This design comes from an exercise in tuning for small area on the open sky130 flow, not from production work.
In this exercise RTL edits were held to simulation tests only and were not proved equivalent to the original.
No activity file was given, so power comes from the tool's default toggle rates.

==> yarrow: inputs <==
==> flow/design.v (excerpt) <==
module rx_chain(
    input wire clk, reset,
    input wire signed [17:0] sig_in,  
    input wire [3:0] delay_chain1, delay_chain2, delay_chain3,
    output wire signed [17:0] decision_variable,  
    output wire signed [17:0] test_point3a, test_point3b
);
Settings: LEC_CHECK=0, CAP_MARGIN=20, CORE_MARGIN=2, CORE_UTILIZATION=60, CTS_BUF_LIST=sky130_fd_sc_hd__clkbuf_8, CTS_CLUSTER_DIAMETER=60, CTS_CLUSTER_SIZE=20, SLEW_MARGIN=20, SYNTH_HIERARCHICAL=1, SYNTH_MINIMUM_KEEP_SIZE=0; clock period 17.0 ns.
run.sh (not shown) runs the stock make flow with config.mk's settings and CLKGATE_MAP_FILE= SYNTH_SCRIPT=/design/flow/synth_recipe.tcl, a recipe that flattens the netlist after the stock synthesis.
==> tundra: changes against yarrow <==
--- a/flow/config.mk
+++ b/flow/config.mk
@@ -9,3 +9,3 @@
 export CORE_MARGIN = 2
-export CORE_UTILIZATION = 60
+export CORE_UTILIZATION = 45
 export CTS_BUF_LIST = sky130_fd_sc_hd__clkbuf_8
==> cedar: changes against yarrow <==
==> flow/flow/run.sh (new file) <==
#!/bin/bash
# The standard layout (the standard.sh, its synthesis unchanged) with two
# changes to how it is built: the port buffers use the smallest buffer cell, and
# the clock tree is built without dummy loads (clkbuf_8 buffers, clusters of at
# most 20 sinks within 60 um). make's output goes to standard.log; ORFS keeps
# each step's own log under orfs/logs.
set -euo pipefail
bash standard.sh finish \
  "BUFFER_PORTS_ARGS=-buffer_cell sky130_fd_sc_hd__buf_1" \
  "CTS_ARGS=-sink_clustering_enable -repair_clock_nets -dont_use_dummy_load -buf_list sky130_fd_sc_hd__clkbuf_8 -sink_clustering_size 20 -sink_clustering_max_diameter 60" \
  > standard.log 2>&1
==> flow/standard.sh (new file) <==
#!/bin/bash
# synth_recipe.tcl (not shown) runs the flow's synth.tcl, then flattens the netlist and writes it again
# the make line also repeats each setting of config.mk as NAME=value (left out here)
make -C /OpenROAD-flow-scripts/flow DESIGN_CONFIG=/design/flow/config.mk WORK_HOME=/design/flow/orfs CLKGATE_MAP_FILE= SYNTH_SCRIPT=/design/flow/synth_recipe.tcl "${@:-finish}"
--- a/flow/config.mk
+++ b/flow/config.mk
@@ -9,3 +9,3 @@
 export CORE_MARGIN = 2
-export CORE_UTILIZATION = 60
+export CORE_UTILIZATION = 70
 export CTS_BUF_LIST = sky130_fd_sc_hd__clkbuf_8
removed: flow/run.sh
==> results.cfg <==
[place]
placed_area_um2 = 80430
place_ws_ns = 5.604

[critical_path]
crit_start = rx.decim.p3[10]$_DFF_P_
reg2reg_from = rx.decim.p3[10]$_DFF_P_

[power_and_ir_drop]
p_seq_mw = 6.65
power-top-group = combinational logic
sequentialPowerShare_pct = 41.9

[run_status]
status = no timing/DRC/antenna violations

[layout]
drive_gt1_share_pct = 8.477
multi_input_area_share_pct = 36.90

[detailed_routing]
vias_per_cell = 5.125
top_layer = met5

[floorplan]
coreArea_um2 = 169500
That was tundra.
==> results.cfg <==
[run_status]
status = no timing/DRC/antenna violations

[place]
placed_area_um2 = 79720
place_ws_ns = 5.556

[sta]
rsz0062_at_grt = no
setup_slack_ns = 5.589

[layout]
drive_gt1_share_pct = 8.462
layout.nets = 5996
multi_input_area_share_pct = 37.19

[synthesis]
synthMuxAreaShare_pct = 2.206

[clock_tree]
insertion_delay_ns = 0.88

[power_and_ir_drop]
sequentialPowerShare_pct = 42.8
p_seq_mw = 6.66
power-top-group = sequential cells

[detailed_routing]
vias_per_cell = 5.578
top_layer = met5

[critical_path]
reg2reg_from = rx.decim.p3[10]$_DFF_P_
crit_start = rx.decim.p3[10]$_DFF_P_
That was yarrow.
==> results.cfg <==
[run_status]
status = no timing/DRC/antenna violations

[power_and_ir_drop]
p_seq_mw = 6.67
power-top-group = sequential cells
power_frac_clock_pct = 14.2

[hold_path]
hold_end = rx.decim.q[1][16]$_DFF_P_

[critical_path]
path_max_fanout = 6

[synthesis]
postSynthCellCount = 4565

[detailed_routing]
top_layer = met4
vias_per_cell = 5.961

[layout]
top_regs = rx.filt2.ln x1076, rx.decim.r2 x270, rx.decim.r1 x234

[sta]
finalCriticalPeriod_ns = 11.25

[floorplan]
coreArea_um2 = 108900

[grt]
overflow = 0
grt_use_met2_pct = 55.00

[place]
place_ws_ns = 5.627
placed_area_um2 = 78850
That was cedar.

port drivers added, routing unchanged:
The flow's constraints put no driver on any port. The routed layouts listed below were extracted and timed again, unchanged, in two steps.
Step 1 assumes that a clkbuf_16 drives the clock port and a buf_2 every other input.
Step 2, shift: input delay + t, output delay - t, t = (earliest + latest rising clock arrival at the registers) / 2. This alone moves slack from input paths to output paths.
Three values: ideal ports, drivers, drivers and shift; two values: the first two.
run	shift t [ns]	setup WS [ns]	clock arrival spread, ns
yarrow	0.938	5.589 / 5.589 / 5.589	0.060 / 0.059
tundra	0.969	5.762 / 5.762 / 5.762	0.066 / 0.066
cedar	0.892	5.749 / 5.749 / 5.749	0.140 / 0.140
After both steps every run listed still meets setup and hold.
